This design comes from an exercise in tuning for small area on the open sky130 flow, not from production work.
At most, simulation tests tie the RTL to the original design; equivalence was not proved.
The clock port is modelled as an ideal driver; clocking choices that lean on that would not hold on a real chip.
No activity file was given, so power comes from the tool's default toggle rates.

==> flow/design.v (excerpt) <==
module Pipelined_Processor(
    input CLK,
    input reset,
    output [7:0] imem_addr,
    input [15:0] imem_data,
    output [7:0] dmem_addr,
    output [7:0] dmem_wdata,
    output dmem_we,
    input [7:0] dmem_rdata,
    output [7:0] result
);
Size: roughly 920 cells after synthesis, roughly 130 flip-flops, ~7500 um2 of cells after synthesis.
==> flow/config.mk <==
export PLATFORM = sky130hd
export DESIGN_NAME = Pipelined_Processor
export DESIGN_NICKNAME = Pipelined_Processor
export VERILOG_FILES = /design/flow/design.v
export SDC_FILE = /design/flow/constraint.sdc
export NUM_CORES = 4
export LEC_CHECK = 0
export CAP_MARGIN = 0
export CORE_MARGIN = 2
export CORE_UTILIZATION = 50
export CTS_BUF_LIST = sky130_fd_sc_hd__clkbuf_8
export SETUP_SLACK_MARGIN = -0.7
export SLEW_MARGIN = 0
export SYNTH_HIERARCHICAL = 1
==> flow/constraint.sdc <==
create_clock -name core_clock -period 13.5 [get_ports {CLK}]
set_input_delay 2.7000 -clock core_clock [delete_from_list [all_inputs] [get_ports {CLK}]]
set_output_delay 2.7000 -clock core_clock [all_outputs]
set_load 0.01 [all_outputs]
standard.sh (not shown) runs the stock make flow with config.mk's settings and CLKGATE_MAP_FILE= SYNTH_SCRIPT=/design/flow/synth_recipe.tcl, a recipe that flattens the netlist after the stock synthesis.
==> flow/flow/run.sh <==
#!/bin/bash
set -euo pipefail
W=$PWD
F=$W/flow
sed "s#source \$::env(SCRIPTS_DIR)/synth.tcl#source $W/synth_abc.tcl#" synth_recipe.tcl > $W/synth_recipe_abc.tcl
sed "s#log_cmd abc {\*}\$abc_args#log_cmd abc {*}[lreplace \$abc_args 1 1 $F/abc.script]#" \
    $FLOW_HOME/scripts/synth.tcl > $W/synth_abc.tcl
grep -q "$W/synth_abc.tcl" $W/synth_recipe_abc.tcl
grep -q "$F/abc.script" $W/synth_abc.tcl
CTS="-sink_clustering_enable -repair_clock_nets -dont_use_dummy_load -buf_list sky130_fd_sc_hd__clkbuf_8"
export CTS_LEAF_SINKS=24
export CTS_LEAF_PY=$F/cts_leaf.py
cp $F/openroad_wrap.sh $W/openroad_wrap.sh
chmod +x $W/openroad_wrap.sh
bash standard.sh SYNTH_SCRIPT=$W/synth_recipe_abc.tcl \
    OPENROAD_EXE=$W/openroad_wrap.sh \
    "BUFFER_PORTS_ARGS=-buffer_cell sky130_fd_sc_hd__buf_1" \
    "CTS_ARGS=$CTS" POST_CTS_TCL=$F/cts_post.tcl finish > $W/make_finish.log 2>&1
Other scripts of this flow, unchanged in this note and not shown: flow/flow/abc.script, flow/flow/cts_leaf.py, flow/flow/cts_post.tcl, flow/flow/openroad_wrap.sh
Then changed:
--- a/flow/design.v
+++ b/flow/design.v
@@ -107,26 +107,34 @@
         assign quo[7-k] = q;
     end
 endgenerate
 wire bnz = ~(bz[1] & ~b[0]);
 wire [7:0] prod = st[7].o;
 wire [7:0] axb = a ^ b;
-wire en_ab  = (c_e == C_AND) | (c_e == C_OR);    
-wire en_axb = (c_e == C_XOR) | (c_e == C_OR);    
-wire en_na  = (c_e == C_NOT);
+reg  [3:0] lu;
+always @(*) begin
+    case (c_e)
+        C_AND:   lu = 4'b1000;
+        C_OR:    lu = 4'b1110;
+        C_XOR:   lu = 4'b0110;
+        C_NOT:   lu = 4'b0011;
+        default: lu = 4'b0000;
+    endcase
+end
 wire en_sum = c_e[3] & ~(c_e[1] & ~c_e[2]);      
 wire en_sra = (c_e == C_SRA);
 wire en_sll = (c_e == C_SLL);
 wire en_eq  = (c_e == C_EQ);
 wire [7:0] yl;                       
 generate
     for (i = 0; i < 8; i = i + 1) begin : gl
         wire sra_i = (i == 7) ? a[7] : a[(i == 7) ? 7 : i + 1];
         wire sll_i = (i == 0) ? 1'b0 : a[(i == 0) ? 0 : i - 1];
         wire eq_i  = (i == 0) ? (en_eq & ~|axb) : 1'b0;
-        wire lu_i = (en_ab & a[i] & b[i]) | (en_axb & axb[i]) | (en_na & ~a[i]);
+        wire lu_i = (lu[3] & a[i] & b[i]) | (lu[2] & a[i] & ~b[i]) |
+                    (lu[1] & ~a[i] & b[i]) | (lu[0] & ~a[i] & ~b[i]);
         assign yl[i] = (en_sum & sum[i]) | lu_i |
                        (en_sra & sra_i) | (en_sll & sll_i) | eq_i;
     end
 endgenerate
 wire isdiv = (c_e == C_DIV);
 wire ismul = (c_e == C_MUL);
Outcome: Total power went down slightly. Global-route usage went up by 0.33 points. Final area went up slightly. Synthesized cell count went up slightly. Via count went up slightly. Final cell count went up slightly. Die area went up slightly. Clock-buffer cell count does not change. Setup slack got worse by 0.022 ns. Critical path depth went up by 4. Wire length went up by a few percent. Flip-flop and latch count stays the same.
Only the layout flow was run in the second run of this note; the RTL was not checked for function there.


Pipelined_Processor, a different RTL version from the one above (not shown whole).
Size: about 1200 cells after synthesis, about 9000 µm² of cells after synthesis.
==> module Pipelined_Processor, before the edit <==
module Pipelined_Processor(
    input CLK,
    input reset,
    output [7:0] imem_addr,
    input [15:0] imem_data,
    output [7:0] dmem_addr,
    output [7:0] dmem_wdata,
    output dmem_we,
    input [7:0] dmem_rdata,
    output [7:0] result
);
localparam C_NOP = 4'b0000, C_EQ  = 4'b0001, C_SRA = 4'b0010, C_SLL  = 4'b0011,
           C_AND = 4'b0100, C_OR  = 4'b0101, C_XOR = 4'b0110, C_NOT  = 4'b0111,
           C_ADD = 4'b1000, C_SUB = 4'b1001, C_MUL = 4'b1010, C_DIV  = 4'b1011,
           C_ADI = 4'b1100, C_LD  = 4'b1101, C_ST  = 4'b1110;
reg  [7:0] pc;
reg  [7:0] rf [0:7];
reg  [7:0] a_e, b_e;
reg  [2:0] imm_e, rd_e;
reg  [3:0] c_e;
reg  [7:0] res_m, wd_m;
reg  [2:0] rd_m;
reg        rw_m, mw_m, ld_m;
reg  [7:0] res_w;
reg  [2:0] rd_w;
reg        rw_w;
wire [3:0] op  = imem_data[15:12];
wire [2:0] fn  = imem_data[11:9];
wire [2:0] rd  = imem_data[8:6];
wire [2:0] rs1 = imem_data[5:3];
wire [2:0] rs2 = imem_data[2:0];
reg  [3:0] c_d;
always @(*) begin
    case (op)
        4'b0000:
            case (fn)
                3'b000: c_d = C_ADD;
                3'b001: c_d = C_SUB;
                3'b010: c_d = C_MUL;
                3'b011: c_d = C_DIV;
                3'b100: c_d = C_AND;
                3'b101: c_d = C_OR;
                3'b110: c_d = C_XOR;
                default: c_d = C_NOT;
            endcase
        4'b0001, 4'b1000: c_d = C_ADI;
        4'b0010: c_d = C_LD;
        4'b0011: c_d = C_ST;
        4'b0101, 4'b1001: c_d = C_EQ;
        4'b0110: c_d = C_SRA;
        4'b0111: c_d = C_SLL;
        default: c_d = C_NOP;
    endcase
end
wire [7:0] a = a_e;
wire [7:0] b = b_e;
wire rw_e = c_e[3] | c_e[2] | c_e[1];
wire ld_e = (c_e == C_LD);
wire mw_e = (c_e == C_ST);
wire src  = c_e[3] & c_e[2];
wire sub  = c_e[0] & ~c_e[2];       
wire dvm  = c_e[0];                  
genvar k, i;
wire [7:0] addb = src ? {{5{imm_e[2]}}, imm_e} : b;
wire [7:0] addx = addb ^ {8{sub}};
wire [7:0] sum;
wire [8:0] ac;                       
assign ac[0] = sub;
generate
    for (i = 0; i < 8; i = i + 1) begin : ad
        assign sum[i]  = a[i] ^ addx[i] ^ ac[i];
        assign ac[i+1] = (a[i] & addx[i]) | (ac[i] & (a[i] ^ addx[i]));
    end
endgenerate
wire [8:1] bz;                       
assign bz[8] = 1'b1;
generate
    for (k = 7; k >= 1; k = k - 1) begin : gbz
        assign bz[k] = bz[k+1] & ~b[k];
    end
endgenerate
wire [7:0] quo;
generate
    for (k = 0; k < 8; k = k + 1) begin : st
        wire [k:0]   x, yy, o;
        wire [k+1:0] c;
        wire         q;
        wire         m   = dvm | a[7-k];
        wire         sel = q | ~dvm;         
        assign c[0] = 1'b0;
        for (i = 0; i <= k; i = i + 1) begin : cb
            if (i == 0) begin : g0
                assign x[0] = dvm & ~a[7-k];
            end else begin : gn
                assign x[i] = st[k-1].o[i-1];
            end
            assign yy[i]  = b[i] & m;
            assign c[i+1] = (x[i] & yy[i]) | (c[i] & (x[i] | yy[i]));
            if (k == 7) begin : gl
                assign o[i] = x[i] ^ yy[i] ^ c[i];
            end else begin : gm
                assign o[i] = x[i] ^ (sel & (yy[i] ^ c[i]));
            end
        end
        assign q = ~c[k+1] & bz[k+1];
        assign quo[7-k] = q;
    end
endgenerate
wire bnz = ~(bz[1] & ~b[0]);
wire [7:0] prod = st[7].o;
wire [7:0] axb = a ^ b;
reg  [7:0] ynd;                      
always @(*) begin
    case (c_e)
        C_ADD, C_SUB, C_ADI, C_LD, C_ST, 4'b1111: ynd = sum;
        C_MUL: ynd = prod;
        C_AND: ynd = a & b;
        C_OR:  ynd = a | b;
        C_NOT: ynd = ~a;
        C_XOR: ynd = axb;
        C_SRA: ynd = {a[7], a[7:1]};
        C_SLL: ynd = {a[6:0], 1'b0};
        C_EQ:  ynd = {7'd0, ~|axb};
        default: ynd = 8'd0;
    endcase
end
wire isdiv = (c_e == C_DIV);
wire [7:0] y = isdiv ? (bnz ? quo : 8'd0) : ynd;
wire zero = isdiv ? (~bnz | ~ac[8]) : (ynd == 8'd0);
wire hzd = ld_e && (rd_e != 3'd0) &&
           ((rd_e == rd) || (rd_e == rs1) || (rd_e == rs2)) &&
           (op != 4'b0101) && (op != 4'b0100);
wire [7:0] wb_m = ld_m ? dmem_rdata : res_m;    
wire fe1 = rw_e && (rd_e != 3'd0) && (rd_e == rs1);
wire fm1 = rw_m && (rd_m != 3'd0) && (rd_m == rs1);
wire fe2 = rw_e && (rd_e != 3'd0) && (rd_e == rs2);
wire fm2 = rw_m && (rd_m != 3'd0) && (rd_m == rs2);
wire [7:0] opa = fe1 ? y : fm1 ? wb_m : rf[rs1];
wire [7:0] opb = fe2 ? y : fm2 ? wb_m : rf[rs2];
wire [7:0] imm   = {{5{rs2[2]}}, rs2};
wire [7:0] pc1   = pc + 8'd1;
wire [7:0] pcimm = pc + imm;
wire [7:0] pcnz  = (op == 4'b0100) ? imm : pc1;
wire [7:0] pcz   = (op == 4'b0101) ? pcimm :
                   ((op == 4'b0100) || (op == 4'b1001)) ? imm : pc1;
wire [7:0] pcnext = zero ? pcz : pcnz;
always @(posedge CLK or posedge reset) begin
    if (reset)
        pc <= 8'd0;
    else if (!hzd)
        pc <= pcnext;
end
always @(posedge CLK or posedge reset) begin
    if (reset)
        c_e <= C_NOP;
    else if (hzd)
        c_e <= C_NOP;
    else
        c_e <= c_d;
end
always @(posedge CLK) begin
    a_e <= opa; b_e <= opb; imm_e <= rs2; rd_e <= rd;
    wd_m <= b_e; rd_m <= rd_e;
    rd_w <= rd_m;
end
always @(posedge CLK or posedge reset) begin
    if (reset) begin
        res_m <= 8'd0; rw_m <= 1'b0; mw_m <= 1'b0; ld_m <= 1'b0;
        res_w <= 8'd0; rw_w <= 1'b0;
    end else begin
        res_m <= y; rw_m <= rw_e; mw_m <= mw_e; ld_m <= ld_e;
        res_w <= wb_m; rw_w <= rw_m;
    end
end
integer n;
always @(posedge CLK or posedge reset) begin
    if (reset) begin
        for (n = 0; n < 8; n = n + 1)
            rf[n] <= n;
    end else if (rw_w) begin
        rf[rd_w] <= res_w;
    end
end
assign imem_addr  = pc;
assign dmem_addr  = res_m;
assign dmem_wdata = wd_m;
assign dmem_we    = mw_m;
assign result     = res_w;
endmodule
clock: 13.5 ns
lec_check: 0
abc_area: 1
cap_margin: 20
core_margin: 2
core_utilization: 50
cts_buf_list: sky130_fd_sc_hd__clkbuf_8
slew_margin: 20
run.sh (not shown) runs the stock make flow with config.mk's settings and CLKGATE_MAP_FILE= SYNTH_SCRIPT=/design/flow/synth_recipe.tcl, a recipe that flattens the netlist after the stock synthesis.
Stock flow here: none of the scripts above is used.
==> next run, changes <==
--- a/flow/design.v
+++ b/flow/design.v
@@ -80,30 +80,30 @@
         assign bz[k] = bz[k+1] & ~b[k];
     end
 endgenerate
 wire [7:0] quo;
 generate
     for (k = 0; k < 8; k = k + 1) begin : st
-        wire [k:0]   x, yy, o;
+        wire [k:0]   x, yy, s, o;
         wire [k+1:0] c;
         wire         q;
-        wire         m   = dvm | a[7-k];
-        wire         sel = q | ~dvm;         
+        wire         m = dvm | a[7-k];
         assign c[0] = 1'b0;
         for (i = 0; i <= k; i = i + 1) begin : cb
             if (i == 0) begin : g0
                 assign x[0] = dvm & ~a[7-k];
             end else begin : gn
                 assign x[i] = st[k-1].o[i-1];
             end
-            assign yy[i]  = b[i] & m;
-            assign c[i+1] = (x[i] & yy[i]) | (c[i] & (x[i] | yy[i]));
+            assign yy[i] = b[i] & m;
+            assign s[i] = x[i] ^ yy[i] ^ c[i];
+            assign c[i+1] = (x[i] & yy[i]) | (x[i] & c[i]) | (yy[i] & c[i]);
             if (k == 7) begin : gl
-                assign o[i] = x[i] ^ yy[i] ^ c[i];
+                assign o[i] = s[i];
             end else begin : gm
-                assign o[i] = x[i] ^ (sel & (yy[i] ^ c[i]));
+                assign o[i] = (q | ~dvm) ? s[i] : x[i];
             end
         end
         assign q = ~c[k+1] & bz[k+1];
         assign quo[7-k] = q;
     end
 endgenerate
What happened: With this change the flow produced a layout that fails on negative setup slack. Final cell count climbs by about 3.7%. Clock-buffer cell count fell by 1. Synthesized area went down by about 1.6%. Wire length is higher by about 6.4%. Hold slack gains 0.018 ns. Global-route usage came out higher by 1.8 points.
Function not checked in the second run of this note: the RTL went through the layout flow alone.

separate check: timing with driven ports:
The results above use ideal ports. As a check the final layouts listed here were re-extracted and re-timed, cells and wires unchanged.
Step 1, drivers: a clkbuf_16 drives CLK and a buf_2 each remaining input, both assumed.
Step 2 times the ports against the registers' clock, not the clock port: input delays grow and output delays shrink by t, the midpoint of the rising clock arrivals with the driver on.
a / b / c = ideal ports / drivers / drivers and shift; a / b = the first two.
run | t, ns | setup WS [ns] | worst setup path after step 2 | worst register clock-pin slew, ns | cell pins on the clock port's net
the first run of note 1 | 0.428 | 0.693 / 0.693 / 0.693 | register to register | 0.11 / 0.11 | 1
the second run of note 1 | 0.426 | 0.671 / 0.671 / 0.671 | register to register | 0.12 / 0.12 | 1
the first run of note 2 | 0.491 | 3.286 / 3.286 / 3.286 | register to register | 0.09 / 0.09 | 1
the second run of note 2 | 0.500 | -0.518 / -0.518 / -0.518 | register to register | 0.10 / 0.10 | 1
